From an optimization exercise on the open Yosys and OpenROAD flow, aimed at small area and a short achievable clock period; shortcuts taken in it are not production practice.
Function was checked by simulation only, so behaviour that the tests miss may differ from the original.

==> run P <==
## ex2_1
module ex2_1 (
	      input 		  clk, rst, validi,
	      input [31:0] 	  data_in,
	      output logic 	  valido,
	      output logic [31:0] data_out
	      );
export LEC_CHECK = 0
export CAP_MARGIN = 20
export CORE_MARGIN = 2
export CORE_UTILIZATION = 40
export GPL_ROUTABILITY_DRIVEN = 0
export PLACE_DENSITY = 0.8
export SETUP_SLACK_MARGIN = 4.4
export SLEW_MARGIN = 20
export SYNTH_HIERARCHICAL = 1
export TNS_END_PERCENT = 0
create_clock -name core_clock -period 8.0 [get_ports {clk}]
standard.sh (not shown) runs the stock make flow with config.mk's settings and CLKGATE_MAP_FILE= SYNTH_SCRIPT=/design/flow/synth_recipe.tcl, a recipe that flattens the netlist after the stock synthesis.
==> flow/flow/run.sh <==
#!/bin/bash
# The standard layout, except that the port buffers are plain buf_2 cells rather
# than the delay cells buffer_ports picks by default. make's full output goes to flow_make.log.
set -euo pipefail
bash standard.sh "BUFFER_PORTS_ARGS=-buffer_cell sky130_fd_sc_hd__buf_2" finish > flow_make.log 2>&1
==> run Z (differences from run P) <==
==> flow/flow/run.sh (replaced) <==
#!/bin/bash
# The standard layout, with two changes: the port buffers are plain buf_2 cells rather
# than the delay cells buffer_ports picks by default, and timing repair may resize a cell to
# any drive strength (MATCH_CELL_FOOTPRINT=0), not only to cells of the same footprint.
# make's full output goes to flow_make.log.
set -euo pipefail
bash standard.sh "BUFFER_PORTS_ARGS=-buffer_cell sky130_fd_sc_hd__buf_2" MATCH_CELL_FOOTPRINT=0 finish > flow_make.log 2>&1
Settings changed: GPL_ROUTABILITY_DRIVEN 0 to not set, PLACE_DENSITY 0.8 to not set.
==> summary of the runs <==
- Clock skew is about the same in run Z and run P.
- Between run Z and run P, the lower first-iteration DRC count is in run Z (gap about 14%, measured against run P).
- In final cell count, run Z and run P hardly differ.
- Synthesized cell count is the same in run Z and run P.
- In run P the hold slack is lower than in run Z, by 0.0065 ns.
- Against run P, the global-route usage of run Z is higher by 1.8 points.
==> figures <==
metric                                                         run P           run Z
Reg-to-reg startpoint                                           a[3]             q79
Final worst path period share                                  0.471           0.462
Final critical-path setup slack                              4.23 ns         4.30 ns
Worst Setup SP                                            data_in[0]      data_in[2]
Count of clock-net buffers in the final layout                    19              20
Outcome                                               finished clean  finished clean
Met1 Track Usage GR                                            0.288           0.335
Final Non-Filler Cells                                          1973            1974
Global-route wire length before repair                      69800 um        73700 um
Tightest Pin Transition                                      1.10 ns         1.08 ns
Pin count of the biggest net entering global routing              68              64
Clock-cell share                                              0.0350          0.0351
Met3 usage in global routing                                  0.0457          0.0553
CP Data Required Time                                        8.38 ns         8.34 ns
End-of-flow core utilization                                   0.444           0.446
Diode insertion count for antenna repair                           0               1

* * *

==> 12-18 <==
ex2_1, a different RTL version from the one above (not shown whole).
==> flow/design.v (excerpt) <==
module ex2_1 (
	      input 		  clk, rst, validi,
	      input [31:0] 	  data_in,
	      output logic 	  valido,
	      output logic [31:0] data_out
	      );
   logic [1:0] 			  cnt;
   always_ff @(posedge clk or posedge rst) begin
      if (rst) begin
	 cnt <= 2'b00;
	 valido <= 1'b0;
      end
      else begin
	 cnt <= validi ? {cnt[1] | cnt[0], ~(cnt[1] | cnt[0])} : 2'b00;
	 valido <= validi & cnt[1];
      end
   end
   logic [31:0] a;
   logic q0;
   logic q1;
   logic q2;
   logic q3;
   logic q4;
   logic q5;
   logic q6;
   logic q7;
   logic q8;
   logic q9;
   logic q10;
   logic q11;
   logic q12;
   logic q13;
   logic q14;
   logic q15;
   logic q16;
   logic q17;
   logic q18;
   logic q19;
   logic q20;
   logic q21;
   logic q22;
   logic q23;
   logic q24;
   logic q25;
   logic q26;
   logic q27;
   logic q28;
   logic q29;
   logic q30;
   logic q31;
   logic q32;
   logic q33;
   logic q34;
   logic q35;
   logic q36;
   logic q37;
   logic q38;
   logic q39;
   logic q40;
   logic q41;
   logic q42;
   logic q43;
   logic q44;
   logic q45;
   logic q46;
   logic q47;
   logic q48;
   logic q49;
   logic q50;
   logic q51;
   logic q52;
   logic q53;
   logic q54;
   logic q55;
   logic q56;
   logic q57;
   logic q58;
   logic q59;
   logic q60;
   logic q61;
   logic q62;
   logic q63;
   logic q64;
   logic q65;
   logic q66;
   logic q67;
   logic q68;
   logic q69;
   logic q70;
   logic q71;
   logic q72;
   logic q73;
   logic q74;
   logic q75;
   logic q76;
   logic q77;
   logic q78;
   logic q79;
   logic q80;
   logic q81;
   logic q82;
   logic q83;
   logic q84;
   logic q85;
   logic q86;
   logic q87;
   logic q88;
   logic q89;
  ...
export LEC_CHECK = 0
export CAP_MARGIN = 20
export CORE_MARGIN = 2
export CORE_UTILIZATION = 40
export SETUP_SLACK_MARGIN = 4.4
export SLEW_MARGIN = 20
export SYNTH_HIERARCHICAL = 1
export TNS_END_PERCENT = 0
create_clock -name core_clock -period 8.0 [get_ports {clk}]
==> flow/flow/run.sh <==
#!/bin/bash
# The standard layout, except that the port buffers are plain buf_2 cells rather
# than the delay cells buffer_ports picks by default. make's full output goes to flow_make.log.
set -euo pipefail
bash standard.sh "BUFFER_PORTS_ARGS=-buffer_cell sky130_fd_sc_hd__buf_2" finish > flow_make.log 2>&1
==> 04-20 (differences from 12-18) <==
--- a/flow/design.v
+++ b/flow/design.v
@@ -1004,38 +1004,41 @@
    wire gi62, pi62;
    wire xg63, xp63;
    wire gi64, pi64;
    wire xg65, xp65;
    wire xg66, xp66;
    wire xg67, xp67;
    wire xg68, xp68;
    wire xg69, xp69;
+   wire gq2, tq2;
    wire xg70, xp70;
    wire xg71, xp71;
+   wire gq6, tq6;
    wire xg72, xp72;
+   wire gq8, tq8;
    wire xg73, xp73;
    wire xg74, xp74;
    wire xg75, xp75;
    wire xg76, xp76;
    wire xg77, xp77;
-   wire gi78, pi78;
+   wire gq18, tq18;
+   wire xg78, xp78;
+   wire gq20, tq20;
    wire xg79, xp79;
-   wire gi80, pi80;
+   wire gq22, tq22;
+   wire xg80, xp80;
+   wire gq24, tq24;
    wire xg81, xp81;
-   wire gi82, pi82;
+   wire gq26, tq26;
+   wire xg82, xp82;
+   wire gq28, tq28;
    wire xg83, xp83;
-   wire gi84, pi84;
-   wire xg85, xp85;
-   wire gi86, pi86;
-   wire xg87, xp87;
-   wire gi88, pi88;
-   wire xg89, xp89;
-   wire gi90, pi90;
-   wire xg91, xp91;
+   wire gq30, tq30;
+   wire xg84, xp84;
    always_ff @(posedge clk) begin
       a <= data_in;
       q0 <= bn0;
       q1 <= pp1;
       q2 <= pp2;
       q3 <= s273;
       q4 <= s275;
       q5 <= s279;
@@ -1835,77 +1838,73 @@
    ex2_1_pgn ug63 (.gnh(xg54), .pnh(xp54), .gnl(gi62), .pnl(1'b0), .g(xg63), .p(xp63));
    assign gi64 = ~xg34;
    assign pi64 = ~xp34;
    ex2_1_pgn ug65 (.gnh(xg55), .pnh(xp55), .gnl(gi64), .pnl(1'b0), .g(xg65), .p(xp65));
    ex2_1_pgn ug66 (.gnh(xg56), .pnh(xp56), .gnl(xg47), .pnl(1'b0), .g(xg66), .p(xp66));
    ex2_1_pgn ug67 (.gnh(xg57), .pnh(xp57), .gnl(xg49), .pnl(1'b0), .g(xg67), .p(xp67));
    ex2_1_pgn ug68 (.gnh(xg58), .pnh(xp58), .gnl(xg50), .pnl(1'b0), .g(xg68), .p(xp68));
    ex2_1_pgn ug69 (.gnh(xg59), .pnh(xp59), .gnl(xg51), .pnl(1'b0), .g(xg69), .p(xp69));
-   ex2_1_pgn ug70 (.gnh(gn0[2]), .pnh(tn0[2]), .gnl(gi32), .pnl(1'b0), .g(xg70), .p(xp70));
+   ex2_1_gtp ugq2 (.a(ra[2]), .b(rb[2]), .g(gq2), .t(tq2));
+   ex2_1_pgi ug70 (.gh(gq2), .ph(tq2), .gl(xg1), .pl(1'b1), .gn(xg70), .pn(xp70));
    ex2_1_pgn ug71 (.gnh(gn0[4]), .pnh(tn0[4]), .gnl(xg17), .pnl(1'b0), .g(xg71), .p(xp71));
-   ex2_1_pgn ug72 (.gnh(gn0[6]), .pnh(tn0[6]), .gnl(gi62), .pnl(1'b0), .g(xg72), .p(xp72));
-   ex2_1_pgn ug73 (.gnh(gn0[8]), .pnh(tn0[8]), .gnl(gi64), .pnl(1'b0), .g(xg73), .p(xp73));
+   ex2_1_gtp ugq6 (.a(ra[6]), .b(rb[6]), .g(gq6), .t(tq6));
+   ex2_1_pgi ug72 (.gh(gq6), .ph(tq6), .gl(xg33), .pl(1'b1), .gn(xg72), .pn(xp72));
+   ex2_1_gtp ugq8 (.a(ra[8]), .b(rb[8]), .g(gq8), .t(tq8));
+   ex2_1_pgi ug73 (.gh(gq8), .ph(tq8), .gl(xg34), .pl(1'b1), .gn(xg73), .pn(xp73));
    ex2_1_pgn ug74 (.gnh(gn0[10]), .pnh(tn0[10]), .gnl(xg47), .pnl(1'b0), .g(xg74), .p(xp74));
    ex2_1_pgn ug75 (.gnh(gn0[12]), .pnh(tn0[12]), .gnl(xg49), .pnl(1'b0), .g(xg75), .p(xp75));
    ex2_1_pgn ug76 (.gnh(gn0[14]), .pnh(tn0[14]), .gnl(xg50), .pnl(1'b0), .g(xg76), .p(xp76));
    ex2_1_pgn ug77 (.gnh(gn0[16]), .pnh(tn0[16]), .gnl(xg51), .pnl(1'b0), .g(xg77), .p(xp77));
-   assign gi78 = ~xg60;
-   assign pi78 = ~xp60;
-   ex2_1_pgn ug79 (.gnh(gn0[18]), .pnh(tn0[18]), .gnl(gi78), .pnl(1'b0), .g(xg79), .p(xp79));
-   assign gi80 = ~xg61;
-   assign pi80 = ~xp61;
-   ex2_1_pgn ug81 (.gnh(gn0[20]), .pnh(tn0[20]), .gnl(gi80), .pnl(1'b0), .g(xg81), .p(xp81));
-   assign gi82 = ~xg63;
-   assign pi82 = ~xp63;
-   ex2_1_pgn ug83 (.gnh(gn0[22]), .pnh(tn0[22]), .gnl(gi82), .pnl(1'b0), .g(xg83), .p(xp83));
-   assign gi84 = ~xg65;
-   assign pi84 = ~xp65;
-   ex2_1_pgn ug85 (.gnh(gn0[24]), .pnh(tn0[24]), .gnl(gi84), .pnl(1'b0), .g(xg85), .p(xp85));
-   assign gi86 = ~xg66;
-   assign pi86 = ~xp66;
-   ex2_1_pgn ug87 (.gnh(gn0[26]), .pnh(tn0[26]), .gnl(gi86), .pnl(1'b0), .g(xg87), .p(xp87));
-   assign gi88 = ~xg67;
-   assign pi88 = ~xp67;
-   ex2_1_pgn ug89 (.gnh(gn0[28]), .pnh(tn0[28]), .gnl(gi88), .pnl(1'b0), .g(xg89), .p(xp89));
-   assign gi90 = ~xg68;
-   assign pi90 = ~xp68;
-   ex2_1_pgn ug91 (.gnh(gn0[30]), .pnh(tn0[30]), .gnl(gi90), .pnl(1'b0), .g(xg91), .p(xp91));
+   ex2_1_gtp ugq18 (.a(ra[18]), .b(rb[18]), .g(gq18), .t(tq18));
+   ex2_1_pgi ug78 (.gh(gq18), .ph(tq18), .gl(xg60), .pl(1'b1), .gn(xg78), .pn(xp78));
+   ex2_1_gtp ugq20 (.a(ra[20]), .b(rb[20]), .g(gq20), .t(tq20));
+   ex2_1_pgi ug79 (.gh(gq20), .ph(tq20), .gl(xg61), .pl(1'b1), .gn(xg79), .pn(xp79));
+   ex2_1_gtp ugq22 (.a(ra[22]), .b(rb[22]), .g(gq22), .t(tq22));
+   ex2_1_pgi ug80 (.gh(gq22), .ph(tq22), .gl(xg63), .pl(1'b1), .gn(xg80), .pn(xp80));
+   ex2_1_gtp ugq24 (.a(ra[24]), .b(rb[24]), .g(gq24), .t(tq24));
+   ex2_1_pgi ug81 (.gh(gq24), .ph(tq24), .gl(xg65), .pl(1'b1), .gn(xg81), .pn(xp81));
+   ex2_1_gtp ugq26 (.a(ra[26]), .b(rb[26]), .g(gq26), .t(tq26));
+   ex2_1_pgi ug82 (.gh(gq26), .ph(tq26), .gl(xg66), .pl(1'b1), .gn(xg82), .pn(xp82));
+   ex2_1_gtp ugq28 (.a(ra[28]), .b(rb[28]), .g(gq28), .t(tq28));
+   ex2_1_pgi ug83 (.gh(gq28), .ph(tq28), .gl(xg67), .pl(1'b1), .gn(xg83), .pn(xp83));
+   ex2_1_gtp ugq30 (.a(ra[30]), .b(rb[30]), .g(gq30), .t(tq30));
+   ex2_1_pgi ug84 (.gh(gq30), .ph(tq30), .gl(xg68), .pl(1'b1), .gn(xg84), .pn(xp84));
    assign sum[0] = p0[0];
    ex2_1_xn us1 (.a(p0[1]), .b(gn0[0]), .y(sum[1]));
    ex2_1_x us2 (.a(p0[2]), .b(xg1), .y(sum[2]));
-   ex2_1_x us3 (.a(p0[3]), .b(xg70), .y(sum[3]));
+   ex2_1_xn us3 (.a(p0[3]), .b(xg70), .y(sum[3]));
    ex2_1_xn us4 (.a(p0[4]), .b(xg17), .y(sum[4]));
    ex2_1_x us5 (.a(p0[5]), .b(xg71), .y(sum[5]));
    ex2_1_x us6 (.a(p0[6]), .b(xg33), .y(sum[6]));
-   ex2_1_x us7 (.a(p0[7]), .b(xg72), .y(sum[7]));
+   ex2_1_xn us7 (.a(p0[7]), .b(xg72), .y(sum[7]));
    ex2_1_x us8 (.a(p0[8]), .b(xg34), .y(sum[8]));
-   ex2_1_x us9 (.a(p0[9]), .b(xg73), .y(sum[9]));
+   ex2_1_xn us9 (.a(p0[9]), .b(xg73), .y(sum[9]));
    ex2_1_xn us10 (.a(p0[10]), .b(xg47), .y(sum[10]));
    ex2_1_x us11 (.a(p0[11]), .b(xg74), .y(sum[11]));
    ex2_1_xn us12 (.a(p0[12]), .b(xg49), .y(sum[12]));
    ex2_1_x us13 (.a(p0[13]), .b(xg75), .y(sum[13]));
    ex2_1_xn us14 (.a(p0[14]), .b(xg50), .y(sum[14]));
    ex2_1_x us15 (.a(p0[15]), .b(xg76), .y(sum[15]));
    ex2_1_xn us16 (.a(p0[16]), .b(xg51), .y(sum[16]));
    ex2_1_x us17 (.a(p0[17]), .b(xg77), .y(sum[17]));
    ex2_1_x us18 (.a(p0[18]), .b(xg60), .y(sum[18]));
-   ex2_1_x us19 (.a(p0[19]), .b(xg79), .y(sum[19]));
+   ex2_1_xn us19 (.a(p0[19]), .b(xg78), .y(sum[19]));
    ex2_1_x us20 (.a(p0[20]), .b(xg61), .y(sum[20]));
-   ex2_1_x us21 (.a(p0[21]), .b(xg81), .y(sum[21]));
+   ex2_1_xn us21 (.a(p0[21]), .b(xg79), .y(sum[21]));
    ex2_1_x us22 (.a(p0[22]), .b(xg63), .y(sum[22]));
-   ex2_1_x us23 (.a(p0[23]), .b(xg83), .y(sum[23]));
+   ex2_1_xn us23 (.a(p0[23]), .b(xg80), .y(sum[23]));
    ex2_1_x us24 (.a(p0[24]), .b(xg65), .y(sum[24]));
-   ex2_1_x us25 (.a(p0[25]), .b(xg85), .y(sum[25]));
+   ex2_1_xn us25 (.a(p0[25]), .b(xg81), .y(sum[25]));
    ex2_1_x us26 (.a(p0[26]), .b(xg66), .y(sum[26]));
-   ex2_1_x us27 (.a(p0[27]), .b(xg87), .y(sum[27]));
+   ex2_1_xn us27 (.a(p0[27]), .b(xg82), .y(sum[27]));
    ex2_1_x us28 (.a(p0[28]), .b(xg67), .y(sum[28]));
-   ex2_1_x us29 (.a(p0[29]), .b(xg89), .y(sum[29]));
+   ex2_1_xn us29 (.a(p0[29]), .b(xg83), .y(sum[29]));
    ex2_1_x us30 (.a(p0[30]), .b(xg68), .y(sum[30]));
-   ex2_1_x us31 (.a(p0[31]), .b(xg91), .y(sum[31]));
+   ex2_1_xn us31 (.a(p0[31]), .b(xg84), .y(sum[31]));
 endmodule
 module ex2_1_fa (input a, b, c, output s, co);
    assign s = a ^ b ^ c;
    assign co = (a & b) | (c & (a ^ b));
 endmodule
 module ex2_1_ha (input a, b, output s, co);
    assign s = a ^ b;
    assign co = a & b;
@@ -1913,16 +1912,23 @@
 module ex2_1_pgi (input gh, ph, gl, pl, output gn, pn);
    assign gn = ~(gh | (ph & gl));
    assign pn = ~(ph & pl);
 endmodule
 module ex2_1_pgn (input gnh, pnh, gnl, pnl, output g, p);
    assign g = ~(gnh & (pnh | gnl));
    assign p = ~(pnh | pnl);
 endmodule
+module ex2_1_ao (input a, b, c, output y);
+   assign y = a | (b & c);
+endmodule
+module ex2_1_gtp (input a, b, output g, t);
+   assign g = a & b;
+   assign t = a | b;
+endmodule
 module ex2_1_gt (input a, b, output gn, tn);
    assign gn = ~(a & b);
    assign tn = ~(a | b);
 endmodule
 module ex2_1_x (input a, b, output y);
    assign y = a ^ b;
 endmodule
 module ex2_1_xn (input a, b, output y);
==> flow/config.mk (replaced) <==
export PLATFORM = sky130hd
export DESIGN_NAME = ex2_1
export DESIGN_NICKNAME = ex2_1
export VERILOG_FILES = /design/flow/design.v
export SDC_FILE = /design/flow/constraint.sdc
export NUM_CORES = 4
export LEC_CHECK = 0
export CAP_MARGIN = 20
export CORE_MARGIN = 2
export CORE_UTILIZATION = 40
export SETUP_SLACK_MARGIN = 4.6
export SLEW_MARGIN = 20
export SYNTH_HIERARCHICAL = 1
export TNS_END_PERCENT = 0
==> 02-25 (differences from 12-18) <==
==> flow/config.mk (replaced) <==
export PLATFORM = sky130hd
export DESIGN_NAME = ex2_1
export DESIGN_NICKNAME = ex2_1
export VERILOG_FILES = /design/flow/design.v
export SDC_FILE = /design/flow/constraint.sdc
export NUM_CORES = 4
export LEC_CHECK = 0
export CAP_MARGIN = 20
export CORE_MARGIN = 2
export CORE_UTILIZATION = 40
export SETUP_SLACK_MARGIN = 4.6
export SLEW_MARGIN = 20
export SYNTH_HIERARCHICAL = 1
export TNS_END_PERCENT = 0
==> impl_metrics.csv <==
group,metric,value,unit
detailed_routing,wire_per_inst,23.3,um
floorplanning,core-area,39600,um2
timing,fmax,280,MHz
run_status,status,"timing/DRC/antenna clean",
timing,fin_crit_sh,0.447,
setup_path,critPathMostFrequentCell,"fa_1",
the above is filed under 12-18

==> impl_metrics.csv <==
group,metric,value,unit
detailed_routing,wire_per_inst,23.6,um
floorplanning,core-area,39600,um2
timing,fmax,285,MHz
timing,fin_crit_sh,0.439,
final_layout,syn_to_final_growth,11.4,%
run_status,status,"timing/DRC/antenna clean",
the above is filed under 02-25

==> impl_metrics.csv <==
group,metric,value,unit
floorplanning,core-area,39800,um2
timing,fin_crit_sh,0.436,
run_status,status,"timing/DRC/antenna clean",
timing,fmax,287,MHz
the above is filed under 04-20

[re-timing with driven ports]
No port has a modelled driver above. Below, the same layouts with a new extraction and two added sets of constraints. Step 1 sets driving cells, clkbuf_16 on the clock port and buf_2 on the other inputs (assumed; they add their load-dependent delay and slew). Step 2, shift: input delay + t, output delay - t, t = (earliest + latest rising clock arrival at the registers) / 2. This alone moves slack from input paths to output paths. Slacks: ideal ports / drivers / drivers and shift; pairs: ideal ports / drivers.
run	t (ns)	setup WS [ns]	clock arrival spread, ns
run P	0.512	4.233 / 4.241 / 3.753	0.013 / 0.013
run Z	0.506	4.302 / 4.310 / 3.817	0.013 / 0.013
12-18	0.518	4.424 / 4.424 / 3.948	0.015 / 0.015
04-20	0.512	4.514 / 4.539 / 4.026	0.015 / 0.015
02-25	0.510	4.485 / 4.485 / 3.998	0.016 / 0.016
After both steps every run listed still meets setup and hold. For 04-20, which loses most, drivers alone change the setup slack by +0.025 ns; drivers and shift together by -0.488 ns.
